Source: an optimization exercise on an open RTL-to-GDS flow (aim: small area, a short achievable clock period and few clock cycles per item). Production flows keep margins and buffers that such runs may drop. Only simulation tests tie the RTL to the original design; equivalence was not proved.

<file path="design/flow/config.mk">
export PLATFORM = sky130hd
export DESIGN_NAME = CONV
export DESIGN_NICKNAME = CONV
export VERILOG_FILES = /design/flow/design.v
export SDC_FILE = /design/flow/constraint.sdc
export NUM_CORES = 4
export LEC_CHECK = 0
export CAP_MARGIN = 20
export CORE_MARGIN = 2
export CORE_UTILIZATION = 40
export PLACE_DENSITY = 0.6
export SLEW_MARGIN = 20
</file>
<file path="design/flow/constraint.sdc">
create_clock -name core_clock -period 9.5 [get_ports {clk}]
set_input_delay 1.9000 -clock core_clock [delete_from_list [all_inputs] [get_ports {clk}]]
set_output_delay 1.9000 -clock core_clock [all_outputs]
set_load 0.01 [all_outputs]
</file>
<file path="design/flow/design.v">
module CONV (
  output logic        busy,
  output logic [11:0] iaddr,
  output logic        cwr,
  output logic [11:0] caddr_wr,
  output logic [19:0] cdata_wr,
  output logic        crd,
  output logic [11:0] caddr_rd,
  output logic [ 2:0] csel,
  input               clk,
  input               reset,
  input        [19:0] idata,
  input        [19:0] cdata_rd,
  input               ready
);
  logic       run;
  logic [6:0] fr;
  logic [5:0] fk;
  logic [1:0] fq;
  logic [5:0] frow;
  logic done;
  assign done = fr[6] & (fk == 6'd2);
  logic [2:0] ph;       
  logic       k0;       
  logic       ovalid;   
  logic [5:0] ro, co;   
  always_ff @(posedge clk or posedge reset) begin
    if (reset) begin
      run    <= 1'b0;
      fr     <= 7'd0;
      fk     <= 6'd0;
      fq     <= 2'd1;
      frow   <= 6'd0;
      ph     <= 3'b001;
      k0     <= 1'b1;
      ovalid <= 1'b0;
      ro     <= 6'd0;
      co     <= 6'd0;
    end else if (!run) begin
      run <= ready;
    end else if (done) begin
      run    <= 1'b0;
      fr     <= 7'd0;
      fk     <= 6'd0;
      fq     <= 2'd1;
      frow   <= 6'd0;
      ph     <= 3'b001;
      k0     <= 1'b1;
      ovalid <= 1'b0;
    end else begin
      if (fq == 2'd2) begin
        fq   <= 2'd0;
        fk   <= fk + 6'd1;
        if (fk == 6'd63) begin
          fr   <= fr + 7'd1;
          frow <= fr[5:0];
        end else begin
          frow <= fr[5:0] - 6'd1;
        end
      end else begin
        fq   <= fq + 2'd1;
        frow <= frow + 6'd1;
      end
      ph     <= {fq == 2'd2, fq == 2'd1, fq == 2'd0};
      k0     <= (fk == 6'd0);
      ovalid <= ~((fr == 7'd0) & (fk[5:1] == 5'd0));
      ro     <= (fk[5:1] == 5'd0) ? fr[5:0] - 6'd1 : fr[5:0];
      co     <= fk - 6'd2;
    end
  end
  assign busy  = run;
  assign iaddr = {frow, fk};
  logic fvalid;
  assign fvalid = run & ~fr[6]
                & ~((fr[5:0] == 6'd0) & (fq == 2'd0))
                & ~((fr[5:0] == 6'd63) & (fq == 2'd2));
  logic [19:0] P;
  always_ff @(posedge clk) P <= fvalid ? idata : 20'd0;
  logic [19:0] Pb, Pb2;
  assign Pb  = {~P[19], P[18:0]};
  assign Pb2 = k0 ? 20'h80000 : Pb;
  logic [21:0] idata3, P3;
  assign idata3 = {idata[19], idata, 1'b0} + {{2{idata[19]}}, idata};
  always_ff @(posedge clk) P3 <= fvalid ? idata3 : 22'd0;
  logic [21:0] P3b, P3b2;
  assign P3b  = {~P3[21], P3[20:0]};
  assign P3b2 = k0 ? 22'h200000 : P3b;
  localparam logic [37:0] BIASC  = 38'h17ad41b943;
  localparam logic [37:0] BIASC1 = 38'h257f799120;
  logic [37:0] S0, C0, S1, C1, S2, C2;
  logic [37:0] bs0, bc0, bs1, bc1, bs2, bc2;
  logic [37:0] ns0, nc0, ns1, nc1, ns2, nc2;
  always_comb begin
    if (ph[0]) begin
      bs0 = BIASC;
      bc0 = 38'd0;
      bs1 = k0 ? BIASC1 : S0;
      bc1 = k0 ? 38'd0 : C0;
      bs2 = S1;
      bc2 = C1;
    end else begin
      bs0 = S0;
      bc0 = C0;
      bs1 = S1;
      bc1 = C1;
      bs2 = S2;
      bc2 = C2;
    end
  end
  wire [37:0] t0_0 = ({38{ph[0]}} & ({18'd0, ~Pb} << 1))
      | ({38{ph[1]}} & ({18'd0, Pb} << 2))
      | ({38{ph[2]}} & ({18'd0, ~Pb} << 0));
  wire [37:0] t0_1 = ({38{ph[0]}} & ({18'd0, ~Pb} << 5))
      | ({38{ph[2]}} & ({16'd0, P3b} << 3));
  wire [37:0] t0_2 = ({38{ph[0]}} & ({16'd0, P3b} << 6))
      | ({38{ph[2]}} & ({16'd0, P3b} << 6));
  wire [37:0] t0_3 = ({38{ph[0]}} & ({16'd0, ~P3b} << 11))
      | ({38{ph[1]}} & ({18'd0, Pb} << 12))
      | ({38{ph[2]}} & ({16'd0, P3b} << 9));
  wire [37:0] t0_4 = ({38{ph[0]}} & ({16'd0, P3b} << 14))
      | ({38{ph[2]}} & ({16'd0, ~P3b} << 13));
  wire [37:0] s0_0_0 = t0_0 ^ t0_1 ^ t0_2;
  wire [37:0] c0_0_0_m = (t0_0 & t0_1) | (t0_0 & t0_2) | (t0_1 & t0_2);
  wire [37:0] c0_0_0 = {c0_0_0_m[36:0], 1'b0};
  wire [37:0] s0_0_1 = t0_3 ^ t0_4 ^ bs0;
  wire [37:0] c0_0_1_m = (t0_3 & t0_4) | (t0_3 & bs0) | (t0_4 & bs0);
  wire [37:0] c0_0_1 = {c0_0_1_m[36:0], 1'b0};
  wire [37:0] s0_1_0 = s0_0_0 ^ c0_0_0 ^ s0_0_1;
  wire [37:0] c0_1_0_m = (s0_0_0 & c0_0_0) | (s0_0_0 & s0_0_1) | (c0_0_0 & s0_0_1);
  wire [37:0] c0_1_0 = {c0_1_0_m[36:0], 1'b0};
  wire [37:0] s0_2_0 = s0_1_0 ^ c0_1_0 ^ c0_0_1;
  wire [37:0] c0_2_0_m = (s0_1_0 & c0_1_0) | (s0_1_0 & c0_0_1) | (c0_1_0 & c0_0_1);
  wire [37:0] c0_2_0 = {c0_2_0_m[36:0], 1'b0};
  wire [37:0] s0_3_0 = s0_2_0 ^ c0_2_0 ^ bc0;
  wire [37:0] c0_3_0_m = (s0_2_0 & c0_2_0) | (s0_2_0 & bc0) | (c0_2_0 & bc0);
  wire [37:0] c0_3_0 = {c0_3_0_m[36:0], 1'b0};
  assign ns0 = s0_3_0;
  assign nc0 = c0_3_0;
  wire [37:0] t1_0 = ({38{ph[0]}} & ({18'd0, Pb} << 0))
      | ({38{ph[1]}} & ({18'd0, Pb} << 0));
  wire [37:0] t1_1 = ({38{ph[0]}} & ({18'd0, Pb} << 2))
      | ({38{ph[2]}} & ({18'd0, Pb} << 2));
  wire [37:0] t1_2 = ({38{ph[0]}} & ({16'd0, ~P3b} << 4))
      | ({38{ph[1]}} & ({16'd0, P3b} << 4))
      | ({38{ph[2]}} & ({16'd0, P3b} << 4));
  wire [37:0] t1_3 = ({38{ph[0]}} & ({16'd0, P3b} << 8))
      | ({38{ph[1]}} & ({16'd0, ~P3b} << 6));
  wire [37:0] t1_4 = ({38{ph[0]}} & ({18'd0, Pb} << 12))
      | ({38{ph[1]}} & ({18'd0, Pb} << 12))
      | ({38{ph[2]}} & ({18'd0, Pb} << 11));
  wire [37:0] t1_5 = ({38{ph[0]}} & ({18'd0, Pb} << 15))
      | ({38{ph[1]}} & ({18'd0, ~Pb} << 15))
      | ({38{ph[2]}} & ({18'd0, ~Pb} << 14));
  wire [37:0] s1_0_0 = t1_0 ^ t1_1 ^ t1_2;
  wire [37:0] c1_0_0_m = (t1_0 & t1_1) | (t1_0 & t1_2) | (t1_1 & t1_2);
  wire [37:0] c1_0_0 = {c1_0_0_m[36:0], 1'b0};
  wire [37:0] s1_0_1 = t1_3 ^ t1_4 ^ t1_5;
  wire [37:0] c1_0_1_m = (t1_3 & t1_4) | (t1_3 & t1_5) | (t1_4 & t1_5);
  wire [37:0] c1_0_1 = {c1_0_1_m[36:0], 1'b0};
  wire [37:0] s1_1_0 = s1_0_0 ^ c1_0_0 ^ s1_0_1;
  wire [37:0] c1_1_0_m = (s1_0_0 & c1_0_0) | (s1_0_0 & s1_0_1) | (c1_0_0 & s1_0_1);
  wire [37:0] c1_1_0 = {c1_1_0_m[36:0], 1'b0};
  wire [37:0] s1_1_1 = c1_0_1 ^ bs1 ^ bc1;
  wire [37:0] c1_1_1_m = (c1_0_1 & bs1) | (c1_0_1 & bc1) | (bs1 & bc1);
  wire [37:0] c1_1_1 = {c1_1_1_m[36:0], 1'b0};
  wire [37:0] s1_2_0 = s1_1_0 ^ c1_1_0 ^ s1_1_1;
  wire [37:0] c1_2_0_m = (s1_1_0 & c1_1_0) | (s1_1_0 & s1_1_1) | (c1_1_0 & s1_1_1);
  wire [37:0] c1_2_0 = {c1_2_0_m[36:0], 1'b0};
  wire [37:0] s1_3_0 = s1_2_0 ^ c1_2_0 ^ c1_1_1;
  wire [37:0] c1_3_0_m = (s1_2_0 & c1_2_0) | (s1_2_0 & c1_1_1) | (c1_2_0 & c1_1_1);
  wire [37:0] c1_3_0 = {c1_3_0_m[36:0], 1'b0};
  assign ns1 = s1_3_0;
  assign nc1 = c1_3_0;
  wire [37:0] t2_0 = ({38{ph[0]}} & ({16'd0, P3b2} << 0))
      | ({38{ph[1]}} & ({18'd0, Pb2} << 2))
      | ({38{ph[2]}} & ({18'd0, Pb2} << 0));
  wire [37:0] t2_1 = ({38{ph[0]}} & ({18'd0, ~Pb2} << 6))
      | ({38{ph[1]}} & ({16'd0, ~P3b2} << 4))
      | ({38{ph[2]}} & ({16'd0, P3b2} << 3));
  wire [37:0] t2_2 = ({38{ph[0]}} & ({16'd0, P3b2} << 7))
      | ({38{ph[1]}} & ({16'd0, ~P3b2} << 7));
  wire [37:0] t2_3 = ({38{ph[0]}} & ({16'd0, P3b2} << 10))
      | ({38{ph[1]}} & ({16'd0, ~P3b2} << 12))
      | ({38{ph[2]}} & ({16'd0, P3b2} << 10));
  wire [37:0] t2_4 = ({38{ph[0]}} & ({16'd0, P3b2} << 13))
      | ({38{ph[1]}} & ({16'd0, ~P3b2} << 13))
      | ({38{ph[2]}} & ({16'd0, ~P3b2} << 13));
  wire [37:0] s2_0_0 = t2_0 ^ t2_1 ^ t2_2;
  wire [37:0] c2_0_0_m = (t2_0 & t2_1) | (t2_0 & t2_2) | (t2_1 & t2_2);
  wire [37:0] c2_0_0 = {c2_0_0_m[36:0], 1'b0};
  wire [37:0] s2_0_1 = t2_3 ^ t2_4 ^ bs2;
  wire [37:0] c2_0_1_m = (t2_3 & t2_4) | (t2_3 & bs2) | (t2_4 & bs2);
  wire [37:0] c2_0_1 = {c2_0_1_m[36:0], 1'b0};
  wire [37:0] s2_1_0 = s2_0_0 ^ c2_0_0 ^ s2_0_1;
  wire [37:0] c2_1_0_m = (s2_0_0 & c2_0_0) | (s2_0_0 & s2_0_1) | (c2_0_0 & s2_0_1);
  wire [37:0] c2_1_0 = {c2_1_0_m[36:0], 1'b0};
  wire [37:0] s2_2_0 = s2_1_0 ^ c2_1_0 ^ c2_0_1;
  wire [37:0] c2_2_0_m = (s2_1_0 & c2_1_0) | (s2_1_0 & c2_0_1) | (c2_1_0 & c2_0_1);
  wire [37:0] c2_2_0 = {c2_2_0_m[36:0], 1'b0};
  wire [37:0] s2_3_0 = s2_2_0 ^ c2_2_0 ^ bc2;
  wire [37:0] c2_3_0_m = (s2_2_0 & c2_2_0) | (s2_2_0 & bc2) | (c2_2_0 & bc2);
  wire [37:0] c2_3_0 = {c2_3_0_m[36:0], 1'b0};
  assign ns2 = s2_3_0;
  assign nc2 = c2_3_0;
  always_ff @(posedge clk) begin
    S0 <= ns0;
    C0 <= nc0;
    S1 <= ns1;
    C1 <= nc1;
    S2 <= ns2;
    C2 <= nc2;
  end
  logic [37:0] A2sum;
  assign A2sum = S2 + C2;
  logic [20:0] Y;
  always_ff @(posedge clk) Y <= {A2sum[37], A2sum[35:16]};
  logic [19:0] x;
  assign x = Y[20] ? 20'd0 : Y[19:0];
  logic [19:0] m;
  logic        podd, ceven;
  assign podd  = ovalid & ro[0];
  assign ceven = ~co[0];
  logic        l1w;
  assign l1w = podd & ~ceven & ph[2];
  logic [19:0] ma, mb;
  assign ma = (ph[1] & ceven) ? x : m;
  assign mb = (ph[1] & ~ceven) ? x : cdata_rd;
  always_ff @(posedge clk) begin
    if (podd & (ph[1] | (ph[2] & ceven))) m <= (mb > ma) ? mb : ma;
  end
  assign crd      = podd & ceven & (ph[1] | ph[2]);
  assign caddr_rd = {ro[5:1], 1'b0, co[5:1], ph[2]};
  assign cwr      = (ovalid & ph[1]) | l1w;
  assign csel     = {1'b0, l1w, 1'b1};
  assign caddr_wr = l1w ? {2'b00, ro[5:1], co[5:1]} : {ro, co};
  assign cdata_wr = l1w ? m : x;
endmodule
</file>
<file path="design/flow/run.sh">
#!/bin/bash
# synth_recipe.tcl (not shown) runs the flow's synth.tcl, then flattens the netlist and writes it again
# the make line also repeats each setting of config.mk as NAME=value (left out here)
make -C /OpenROAD-flow-scripts/flow DESIGN_CONFIG=/design/flow/config.mk WORK_HOME=/design/flow/orfs CLKGATE_MAP_FILE= SYNTH_SCRIPT=/design/flow/synth_recipe.tcl finish
</file>
==> results.txt <==
post-synthesis sequential area ratio 0.2610; P&R area growth vs syn 10.96%; Post-CTS Hold Fix Bufs 0; FF-to-FF path depth 8; Chip Width 265.8 um; gr usage total 0.2352; GP Congestion just over 0.9; crit-path max FO between 70 and 80; Die Y around 270 um; # DRC 0; CTS tree built; initial antenna violation count 1; share of layout cells above drive strength 1 0.06806; CP Capture Type register; register clock-pin slew on the reported worst setup and hold paths 0.06 ns; First DRT Iteration DRCs 1860; kind of critical path reg2reg; cell area after synthesis around 0.027 mm^2; min-delay worst type reg2reg; buffers added on ports ~100; first-pass GRT wire length 128200 um; setup_tns 0 ns; final WL between 80000 and 90000 um; Final #Nets about 3500; Max Cap Violations 0; critical path's slowest cell dfstp_4; Post-synth EDFFs 20; DIE AREA about 0.071 mm^2; fin crit period between 5 and 6 ns; commonest non-fill, non-tap cell in the layout fa_1; FMAX around 190 MHz; Syn Inst Count 2890; actual slew at the worst max-slew pin ~1.1 ns; Slew HR 0.2936; final HPWL from detailed placement around 63000 um; Worst Hold Depth 2; largest net degree at the start of global routing 85; worst path required time roughly 10 ns; Setup Fix Bufs, Post-CTS 0; Slew Limit Fails 0; post-route clock skew ~0.019 ns; critical path startpoint category register; CTS Root Cell clkbuf_16; worst-path cell chain buf_4, buf_4, o21ai_0, fa_1, fa_1, inv_1, fa_1, fa_1; most used cell, CP fa_1; status complete, no violations; ANT cells 0; asr flop ratio synth 0.1095; Rows 95; synthesis-stage register bit count 338; Crit path arrival time about 5.7 ns; Final Hold Viols 0; RSZ-0062 raised after global routing false; H-tree depth 2; Synth Flop Type dfxtp_1; leading cell types in the layout, fill and taps excluded fa_1, inv_1, nand2_1; endpoints failing setup 0; Starting Density 0.4061; WL/cell roughly 22 um; post-route ant nets 0; clock tree buffer depth 3; Syn. warnings 1; CP max stage delay between 1 and 1.5 ns; CTS buffer count 42; number of I/O pins ~110; crit share post-route 0.5533; core area approximately 0.068 mm^2; number of clock sinks around 340; vias in the first global route 22060; via count about 21000; DR vias/cell roughly 5.5; mean area per synthesized cell 9.486 um^2; gr ovfl total 0; Worst-Skew Late Latency around 0.58 ns; CTS resizes 0; 1st-pass router iterations 6; FILL cells between 6000 and 7000; number of library cell types mapped by synthesis 77
==> cell usage after synthesis, types with 5 or more instances <==
| library cell | count | area, um^2 |
|---|---|---|
| nand4_1 | 14 | 87.58 |
| dfxtp_1 | 281 | 5625 |
| buf_1 | 16 | 60.06 |
| mux2i_1 | 54 | 540.5 |
| o22a_1 | 5 | 43.79 |
| o22ai_1 | 22 | 137.6 |
| o21bai_1 | 9 | 67.56 |
| nor3_1 | 13 | 65.06 |
| nand3_1 | 22 | 110.1 |
| nor2_1 | 157 | 589.3 |
| a22o_1 | 38 | 332.8 |
| a31oi_1 | 10 | 62.56 |
| buf_4 | 16 | 120.1 |
| a21boi_0 | 12 | 90.09 |
| a22oi_1 | 26 | 195.2 |
| buf_2 | 10 | 50.05 |
| nand2b_1 | 40 | 250.2 |
| mux2_2 | 56 | 630.6 |
| a21oi_1 | 127 | 635.6 |
| o21ai_0 | 175 | 875.8 |
| o21a_1 | 41 | 307.8 |
| a31o_2 | 10 | 87.58 |
| clkbuf_1 | 141 | 529.3 |
| edfxtp_1 | 20 | 600.6 |
| nor2b_1 | 47 | 294.0 |
| and2_1 | 32 | 200.2 |
| and3_1 | 6 | 37.54 |
| o211ai_1 | 21 | 157.7 |
| fa_1 | 350 | 7007 |
| ha_1 | 195 | 2440 |
| o221ai_1 | 8 | 70.07 |
| inv_1 | 346 | 1299 |
| xnor2_1 | 26 | 227.7 |
| a221oi_1 | 12 | 105.1 |
| dfrtp_1 | 35 | 875.8 |
| xor2_1 | 30 | 262.8 |
| a211oi_1 | 17 | 127.6 |
| nand2_1 | 333 | 1250 |
| or2_2 | 16 | 100.1 |
| a21o_1 | 28 | 210.2 |
==> cell families after synthesis <==
group                    count (synthesis)  share of synthesized area
other                                    2                  0.0002739
buffers and inverters                  534                    0.07581
adder cells (fa/ha/maj)                545                     0.3446
flip-flops                             338                     0.2610
AO/OA/AOI/OAI                          606                     0.1427
multiplexers                           110                    0.04272
AND/OR/NAND/NOR                        699                     0.1151
XOR/XNOR                                56                    0.01789
==> critical path, delay by kind of cell, from the launching register on <==
family                   cells  cell delay (ns)
adder cells (fa/ha/maj)      4             2.09
buffers and inverters        3             1.53
flip-flops                   1             1.09
AO/OA/AOI/OAI                1             0.38
==> per-stage QoR <==
| stage | setup slack (ns) | hold slack (ns) | instances | utilization | instance area [um^2] |
|---|---|---|---|---|---|
| finish | 4.244 | 0.5219 | 3782 | 0.4506 | 30420 |
| global route | 4.083 | 0.5616 | 3782 | 0.4506 | 30420 |
| CTS | 4.274 | 0.5261 | 3782 | 0.4504 | 30410 |
| detailed placement | 4.256 | 0.5090 | 3705 | 0.4291 | 28970 |
| global placement | 4.311 | 0.4982 | 3705 | 0.4291 | 28970 |
| floorplan | 5.585 | 0.4649 | 2891 | - | 27420 |
==> final cells by class <==
type / instances / area (um^2) / area share
Sequential cell: 338 / 7161 / 0.2354
Clock inverter: 19 / 256.5 / 0.008432
Timing Repair Buffer: 125 / 1191 / 0.03916
Inverter: 350 / 1316 / 0.04327
Clock buffer: 58 / 1182 / 0.03887
Tap cell: 873 / 1092 / 0.03591
Multi-Input combinational cell: 2019 / 18220 / 0.5990
==> state kept, by name, summed over array words and instances, names as in the netlist, 20 cells and up <==
name  cells
C2       35
C0       35
P        20
S1       38
P3       20
S0       38
S2       38
C1       36
Y        21
m        20
==> worst paths after layout <==
kind,startpoint,slack [ns],endpoint
max in group asynchronous,reset,7.39,ph[2]
min,frow[5],0.52,frow[5]
max reg2reg,fq[0],4.24,S1[9]
min reg2reg,frow[5],0.52,frow[5]
max,fq[0],4.24,S1[9]
min in group asynchronous,reset,1.74,frow[1]
==> routing by layer <==
metal | up-vias | wire length, um | track usage
met3 | 148 | 8014 | 0.06322
met1 | 10250 | 35820 | 0.3270
met4 | 0 | 2330 | 0.06499
met2 | 941 | 35720 | 0.3606
met5 | - | 0 | 0
li1 | 9523 | - | -
Testbench counts, summed over its fixed seeds: cycles 147,528, images 12.

what the ideal ports hide:
The flow's constraints put no driver on any port. The routed layout listed below was extracted and timed again, unchanged, in two steps.
Step 1: set_driving_cell puts a clkbuf_16 on clk and a buf_2 on each other input, an assumption about the parent block.
Step 2 adds t to the input delays and takes it off the output delays; t is the mean of the earliest and latest rising clock arrival at the registers after step 1. Input paths then give back, and output paths get back, about the clock's delay inside the block.
Slacks: ideal ports / drivers / drivers and shift; pairs: ideal ports / drivers.
shift t [ns]: 0.630
slack for setup (ns): 4.244 / 4.244 / 4.244
worst setup path after step 2: register to register
clock arrival spread, ns: 0.020 / 0.020
After both steps setup and hold are still met in this run. For this run, drivers alone change the setup slack by 0.000 ns; drivers and shift together by 0.000 ns.
